From an optimization exercise on the open Yosys and OpenROAD flow, aimed at small area and a short achievable clock period; shortcuts taken in it are not production practice.
Where RTL was checked, it was by simulation tests only, not by an equivalence proof against the original.
Power is estimated from default activity; no workload was simulated.

==> try-sierra: inputs <==
Design fifo_sync, start of the top module:
module fifo_sync #(
     parameter Depth = 64,
     parameter  Width = 8)
    (input clk,
     input  resetn,  
     input [Width-1:0] data_in,
     input wr_en, rd_en,
     output [Width-1:0] data_out,    
     output empty, full);
==> module fifo_sync, before the edit <==
module fifo_sync #(
     parameter Depth = 64,
     parameter  Width = 8)
    (input clk,
     input  resetn,  
     input [Width-1:0] data_in,
     input wr_en, rd_en,
     output [Width-1:0] data_out,    
     output empty, full);
     reg [Width-1:0] memory [0: Depth-1];
     wire do_write = wr_en && !full;
     wire do_read = rd_en && !empty;
     localparam addr_width = $clog2(Depth);
     reg [addr_width:0] count; 
     reg [addr_width-1:0] rd_ptr,wr_ptr;
     always@(posedge clk)
        begin
            if(do_write) 
                    memory[wr_ptr] <= data_in;
        end            
      assign data_out = memory[rd_ptr];
      always@(posedge clk or negedge resetn)
        begin
            if(!resetn)
                begin
                    count <= 0;
                    rd_ptr <= 0;
                    wr_ptr <= 0;
                end  
            else if(do_read && do_write)
                begin
                    rd_ptr <= rd_ptr +1;
                    wr_ptr <= wr_ptr +1;
                end
             else if (do_write)
                begin
                    wr_ptr <= wr_ptr +1;
                    count <= count +1;
                end        
             else if(do_read)
                begin
                    rd_ptr <= rd_ptr +1;
                    count <= count -1;
                end
          end
       assign empty = (count == 0);
       assign full = (count == Depth);
     endmodule
==> flow/config.mk <==
export PLATFORM = sky130hd
export DESIGN_NAME = fifo_sync
export DESIGN_NICKNAME = fifo_sync
export VERILOG_FILES = /design/flow/design.v
export SDC_FILE = /design/flow/constraint.sdc
export NUM_CORES = 4
export LEC_CHECK = 0
export CAP_MARGIN = 20
export CORE_MARGIN = 2
export CORE_UTILIZATION = 40
export SLEW_MARGIN = 20
==> flow/constraint.sdc <==
create_clock -name core_clock -period 4.0 [get_ports {clk}]
set_input_delay 0.8000 -clock core_clock [delete_from_list [all_inputs] [get_ports {clk}]]
set_output_delay 0.8000 -clock core_clock [all_outputs]
set_load 0.01 [all_outputs]
run.sh (not shown) runs the stock make flow with config.mk's settings and CLKGATE_MAP_FILE= SYNTH_SCRIPT=/design/flow/synth_recipe.tcl, a recipe that flattens the netlist after the stock synthesis.
==> try-willow: changes against try-sierra <==
==> flow/design.v (replaced) <==
`timescale 1ns/1ps
module fifo_sync #(
     parameter Depth = 64,
     parameter Width = 8)
    (input clk,
     input  resetn,
     input [Width-1:0] data_in,
     input wr_en, rd_en,
     output [Width-1:0] data_out,
     output empty, full);
     reg  [Depth-1:0] vld;
     wire [Depth:0]   valid = {1'b0, vld};
     wire do_read  = rd_en & vld[0];
     wire do_write = wr_en & ~vld[Depth-1];
     always @(posedge clk or negedge resetn)
        if (!resetn)
           vld <= 0;
        else if (do_write & ~do_read)
           vld <= {vld[Depth-2:0], 1'b1};
        else if (do_read & ~do_write)
           vld <= {1'b0, vld[Depth-1:1]};
     assign empty = ~vld[0];
     assign full  = vld[Depth-1];
     genvar i;
     reg  [Width-1:0] mem [0:Depth-1];
     generate
        for (i = 0; i < Depth; i = i + 1) begin : ent
           wire hold  = ~do_read & valid[i];
           wire shift =  do_read & valid[i+1];
           wire [Width-1:0] next = (i + 1 < Depth) ? mem[(i + 1) % Depth] : {Width{1'b0}};
           wire load  = ~(hold | shift);
           always @(posedge clk)
              mem[i] <= ({Width{hold}}  & mem[i])
                      | ({Width{shift}} & next)
                      | ({Width{load}}  & data_in);
        end
     endgenerate
     assign data_out = mem[0];
endmodule
==> try-xenon: changes against try-sierra <==
==> flow/design.v (replaced) <==
`timescale 1ns/1ps
module fifo_sync #(
     parameter Depth = 64,
     parameter Width = 8)
    (input clk,
     input  resetn,
     input [Width-1:0] data_in,
     input wr_en, rd_en,
     output [Width-1:0] data_out,
     output empty, full);
     reg  [7:0] ta;
     reg  [6:0] tb;
     reg        nempty;       
     reg        empty_r;      
     reg        full_r;       
     wire do_read  = rd_en & nempty;
     wire do_write = wr_en & ~ta[7];
     wire up   = do_write & ~do_read;
     wire down = do_read & ~do_write;
     always @(posedge clk or negedge resetn)
        if (!resetn) begin
           ta      <= 8'b0;
           tb      <= 7'b0;
           nempty  <= 1'b0;
           empty_r <= 1'b1;
           full_r  <= 1'b0;
        end else if (up) begin
           if (tb[6]) begin                  
              tb <= 7'b0;
              ta <= {ta[6:0], 1'b1};
           end else
              tb <= {tb[5:0], 1'b1};
           nempty  <= 1'b1;
           empty_r <= 1'b0;
           full_r  <= ta[6] & tb[6];         
        end else if (down) begin
           if (!tb[0]) begin                 
              tb <= 7'b1111111;
              ta <= {1'b0, ta[7:1]};
           end else
              tb <= {1'b0, tb[6:1]};
           nempty  <= ta[0] | tb[1];         
           empty_r <= ~(ta[0] | tb[1]);
           full_r  <= 1'b0;
        end
     assign empty = empty_r;
     assign full  = full_r;
     wire [Depth:0] valid;
     genvar i;
     generate
        for (i = 0; i < Depth; i = i + 1) begin : dec
           wire a_gt  = ta[i / 8];
           wire a_ge  = (i / 8 == 0) ? 1'b1 : ta[(i / 8 + 7) % 8];
           wire b_gt  = (i % 8 == 7) ? 1'b0 : tb[i % 8 % 7];
           assign valid[i] = a_gt | (a_ge & b_gt);
        end
     endgenerate
     assign valid[Depth] = 1'b0;
     reg  [Width-1:0] mem [0:Depth-1];
     generate
        for (i = 0; i < Depth; i = i + 1) begin : ent
           wire hold  = ~do_read & valid[i];
           wire shift =  do_read & valid[i+1];
           wire load  = ~(hold | shift);
           wire [Width-1:0] next = (i + 1 < Depth) ? mem[(i + 1) % Depth] : {Width{1'b0}};
           wire [Width-1:0] d;
           fifo_sel #(.Width(Width)) sel (
              .hold(hold), .shift(shift), .load(load),
              .cur(mem[i]), .nxt(next), .din(data_in), .d(d));
           always @(posedge clk)
              mem[i] <= d;
        end
     endgenerate
     assign data_out = mem[0];
endmodule
module fifo_sel #(
     parameter Width = 8)
    (input hold, shift, load,
     input [Width-1:0] cur, nxt, din,
     output [Width-1:0] d);
     assign d = ({Width{hold}}  & cur)
              | ({Width{shift}} & nxt)
              | ({Width{load}}  & din);
endmodule
--- a/flow/config.mk
+++ b/flow/config.mk
@@ -8,4 +8,9 @@
 export CAP_MARGIN = 20
 export CORE_MARGIN = 2
 export CORE_UTILIZATION = 40
+export CTS_CLUSTER_DIAMETER = 100
+export CTS_CLUSTER_SIZE = 30
+export SETUP_SLACK_MARGIN = 2.2
 export SLEW_MARGIN = 20
+export SYNTH_HIERARCHICAL = 1
+export SYNTH_MINIMUM_KEEP_SIZE = 0
==> notes <==
- Combinational power, highest first: try-xenon, try-willow, try-sierra.
- Critical path depth: try-xenon < try-willow < try-sierra.
- The lowest routed wire length belongs to try-sierra, the highest to try-xenon.
- Cell area, highest first: try-willow, try-sierra, try-xenon.
- Between try-sierra and try-willow, the lower non-clock buffer count is in try-willow (gap 102).
==> figures <==
| metric | try-xenon | try-sierra | try-willow |
|---|---|---|---|
| Die Y-Extent | 229.3 um | 233.8 um | 250.9 um |
| Xor/xnor share of the synthesized area | 0 | 0.006218 | 0.001078 |
| Status | timing/DRC/antenna clean | timing/DRC/antenna clean | timing/DRC/antenna clean |
| Critical Path Fanout Max | 2 | 15 | 15 |
| Fraction of area in registers | 0.4486 | 0.6310 | 0.4482 |
| Classification of the worst-slack hold path | flop to flop | input port to asynchronous set/reset pin | input port to asynchronous set/reset pin |
| # Taps | 672 | 688 | 782 |
| Min Clock Period, post-route | 2092 ps | 3941 ps | 2725 ps |
| Clock network area share | 0.02466 | 0.07632 | 0.07329 |
| Final routed wirelength across all metal layers | 58.88 mm | 49.84 mm | 56.78 mm |
| Combinational cell power | 9.78 mW | 5.84 mW | 7.02 mW |
| Max-slew headroom | 0.3290 | 0.2820 | 0.3870 |
No functional check of the RTL was part of try-willow and try-xenon.

==> port drivers added, routing unchanged <==
In the flow no input, the clock included, has a driving cell. The finished layouts below were timed again as built, in two steps. Step 1 sets driving cells, clkbuf_16 on the clock port and buf_2 on the other inputs (assumed; they add their load-dependent delay and slew). Step 2, shift: input delay + t, output delay - t, t = (earliest + latest rising clock arrival at the registers) / 2. This alone moves slack from input paths to output paths. a / b / c = ideal ports / drivers / drivers and shift; a / b = the first two.
run	t, ns	setup slack, ns	slew at the worst register clock pin (ns)
try-sierra	0.639	0.059 / 0.007 / 0.645	0.06 / 0.06
try-willow	0.681	1.275 / 1.212 / 1.120	0.07 / 0.07
try-xenon	0.631	1.908 / 1.849 / 1.531	0.12 / 0.12
After both steps setup and hold are still met in every run listed. The setup slack of try-xenon, which loses most, moves by -0.059 ns with the drivers and by -0.377 ns with both steps.
